Source: an optimization exercise on an open RTL-to-GDS flow (aim: small area, a short achievable clock period and few clock cycles). Production flows keep margins and buffers that such runs may drop. Function was checked by simulation only, so behaviour that the tests miss may differ from the original.

v16:
Design fmultiplier, start of the top module:
module fmultiplier(
    input  wire        clk,
    input  wire        rst,
    input  wire        valid,       
    input  wire [31:0] a,
    input  wire [31:0] b,
    output reg  [31:0] z,
    output reg         out_valid    
);
    function automatic [4:0] msb23(input [22:0] x);
        integer i;
        begin
            msb23 = 5'd0;
            for (i = 0; i < 23; i = i + 1)
                if (x[i]) msb23 = i[4:0];
        end
    endfunction
    function automatic [4:0] tz24(input [23:0] x);
        integer i;
        reg found;
        begin
            tz24 = 5'd24;
            found = 1'b0;
            for (i = 0; i < 24; i = i + 1)
                if (!found && x[i]) begin
                    tz24 = i[4:0];
                    found = 1'b1;
                end
        end
    endfunction
    wire        sa = a[31], sb = b[31];
    wire [7:0]  ea = a[30:23], eb = b[30:23];
    wire [22:0] fa = a[22:0], fb = b[22:0];
    wire a_ez = (ea == 8'h00), b_ez = (eb == 8'h00);
    wire a_eo = (ea == 8'hFF), b_eo = (eb == 8'hFF);
    wire a_fz = (fa == 23'd0), b_fz = (fb == 23'd0);
    wire a_nan  = a_eo & ~a_fz, b_nan  = b_eo & ~b_fz;
    wire a_inf  = a_eo &  a_fz, b_inf  = b_eo &  b_fz;
    wire a_zero = a_ez &  a_fz, b_zero = b_ez &  b_fz;
    wire is_nan  = a_nan | b_nan | (a_inf & b_zero) | (b_inf & a_zero);
    wire is_inf  = a_inf | b_inf;
    wire is_zero = a_zero | b_zero;
    wire [23:0] ma = {~a_ez, fa};
    wire [23:0] mb = {~b_ez, fb};
    wire [7:0]  xa = {ea[7:1], ea[0] | a_ez};
    wire [7:0]  xb = {eb[7:1], eb[0] | b_ez};
    wire [26:0] yb = {2'b00, mb, 1'b0};
    wire [12:0] bn;               
    wire [24:0] bm0, bm1, bm2, bm3, bm4, bm5, bm6, bm7, bm8, bm9, bm10, bm11, bm12;
    wire [24:0] bmx [0:12];
    genvar gi;
    generate
        for (gi = 0; gi < 13; gi = gi + 1) begin : g_booth
  ...
Settings: LEC_CHECK=0, ABC_AREA=0, CAP_MARGIN=20, CORE_MARGIN=2, CORE_UTILIZATION=40, PLACE_DENSITY=0.6, SETUP_SLACK_MARGIN=4.0, SLEW_MARGIN=20, SYNTH_HIERARCHICAL=1; clock period 10.0 ns.
standard.sh (not shown) runs the stock make flow with config.mk's settings and CLKGATE_MAP_FILE= SYNTH_SCRIPT=/design/flow/synth_recipe.tcl, a recipe that flattens the netlist after the stock synthesis.
==> flow/flow/run.sh <==
#!/bin/bash
# Standard layout, with the ports buffered by buf cells instead of the delay
# buffer that buffer_ports picks by default.
export BUFFER_PORTS_ARGS="-buffer_cell sky130_fd_sc_hd__buf_2"
bash standard.sh > standard.log 2>&1
v16 completed every stage of the flow, and the final layout passed the timing, design-rule and antenna checks.
Testbench counts of v16, summed over its fixed seeds: cycles 16,082.
What v56 does differently from v16 at the input level:
Settings: swapping 0 for 1 in ABC_AREA.
Findings:
Relative to v16, the total standard cell area after synthesis of v56 is lower by 820 um^2. Pre-CTS worst setup slack, v16 and v56, higher one = v56. A worst setup path endpoint of z[22] is what v16 shows, while r_tzs[4] belongs to v56. v56 against v16: clock transition at the registers of the reported paths did not really move.
### v56 -> v49
Settings: swapping 4.0 for 4.3 in SETUP_SLACK_MARGIN.
Notes after the runs:
- v49: post-route clock period utilization is 1.8 points lower than what v56 reported.
- Between v49 and v56, synthesis-to-finish area growth is higher for v49, v56 comes in under that.
- Reported for v49 and v56, die area turned out identical to the last digit.
- Summary of v49 over v56: cell count went up, wire length +about 7%, number of inserted filler cells in the final layout dropped 340, number of setup buffers added after CTS moved up.
diff inputs: v49 => v53
Settings: a change of SETUP_SLACK_MARGIN from 4.3 to 3.7.
Findings:
v53 finished end to end and its layout was clean on timing, DRC and antenna. Critical path class = in -> reg: v53; critical path class = reg -> out: v49. Between v53 and v49, it is v53 whose cell depth of the worst setup path is lower, by 5. Fmax: v53 below v49. v53 vs. v49: HPWL after detailed placement went up, global-route wire length before repair moved down. Diff v53..v49 | clock-buffer cell count | unchanged. Setup WNS v49 -> v53: worse. Compared with v49, in v53 global-route usage flat, placed standard-cell area flat, end-of-flow core utilization down 5.5 points, simple-gate share of the synthesized area flat, register area down about 0.5%.

## static timing again, ports no longer ideal
The flow's constraints put no driver on any port. The routed layouts listed below were extracted and timed again, unchanged, in two steps.
Step 1 (the two cells are an assumption about what drives the block):
set clk [get_ports {clk}]
set_driving_cell -lib_cell sky130_fd_sc_hd__clkbuf_16 $clk
set_driving_cell -lib_cell sky130_fd_sc_hd__buf_2 [delete_from_list [all_inputs] $clk]
Step 2 also shifts input and output timing later by t, the mid clock arrival at the registers, as if the neighbouring blocks saw the same clock.
Slacks: no drivers / after step 1 / after step 2; pairs: no drivers / after step 1.
run	t, ns	setup WS [ns]	worst setup path at the end
v16	0.499	3.617 / 3.560 / 3.529	input to register
v56	0.534	4.086 / 4.073 / 3.595	input to register
v49	0.512	4.270 / 4.210 / 3.836	input to register
v53	0.514	3.765 / 3.767 / 3.283	input to register
After both steps every run listed still meets setup and hold. For v56, which loses most, drivers alone change the setup slack by -0.013 ns; drivers and shift together by -0.491 ns.
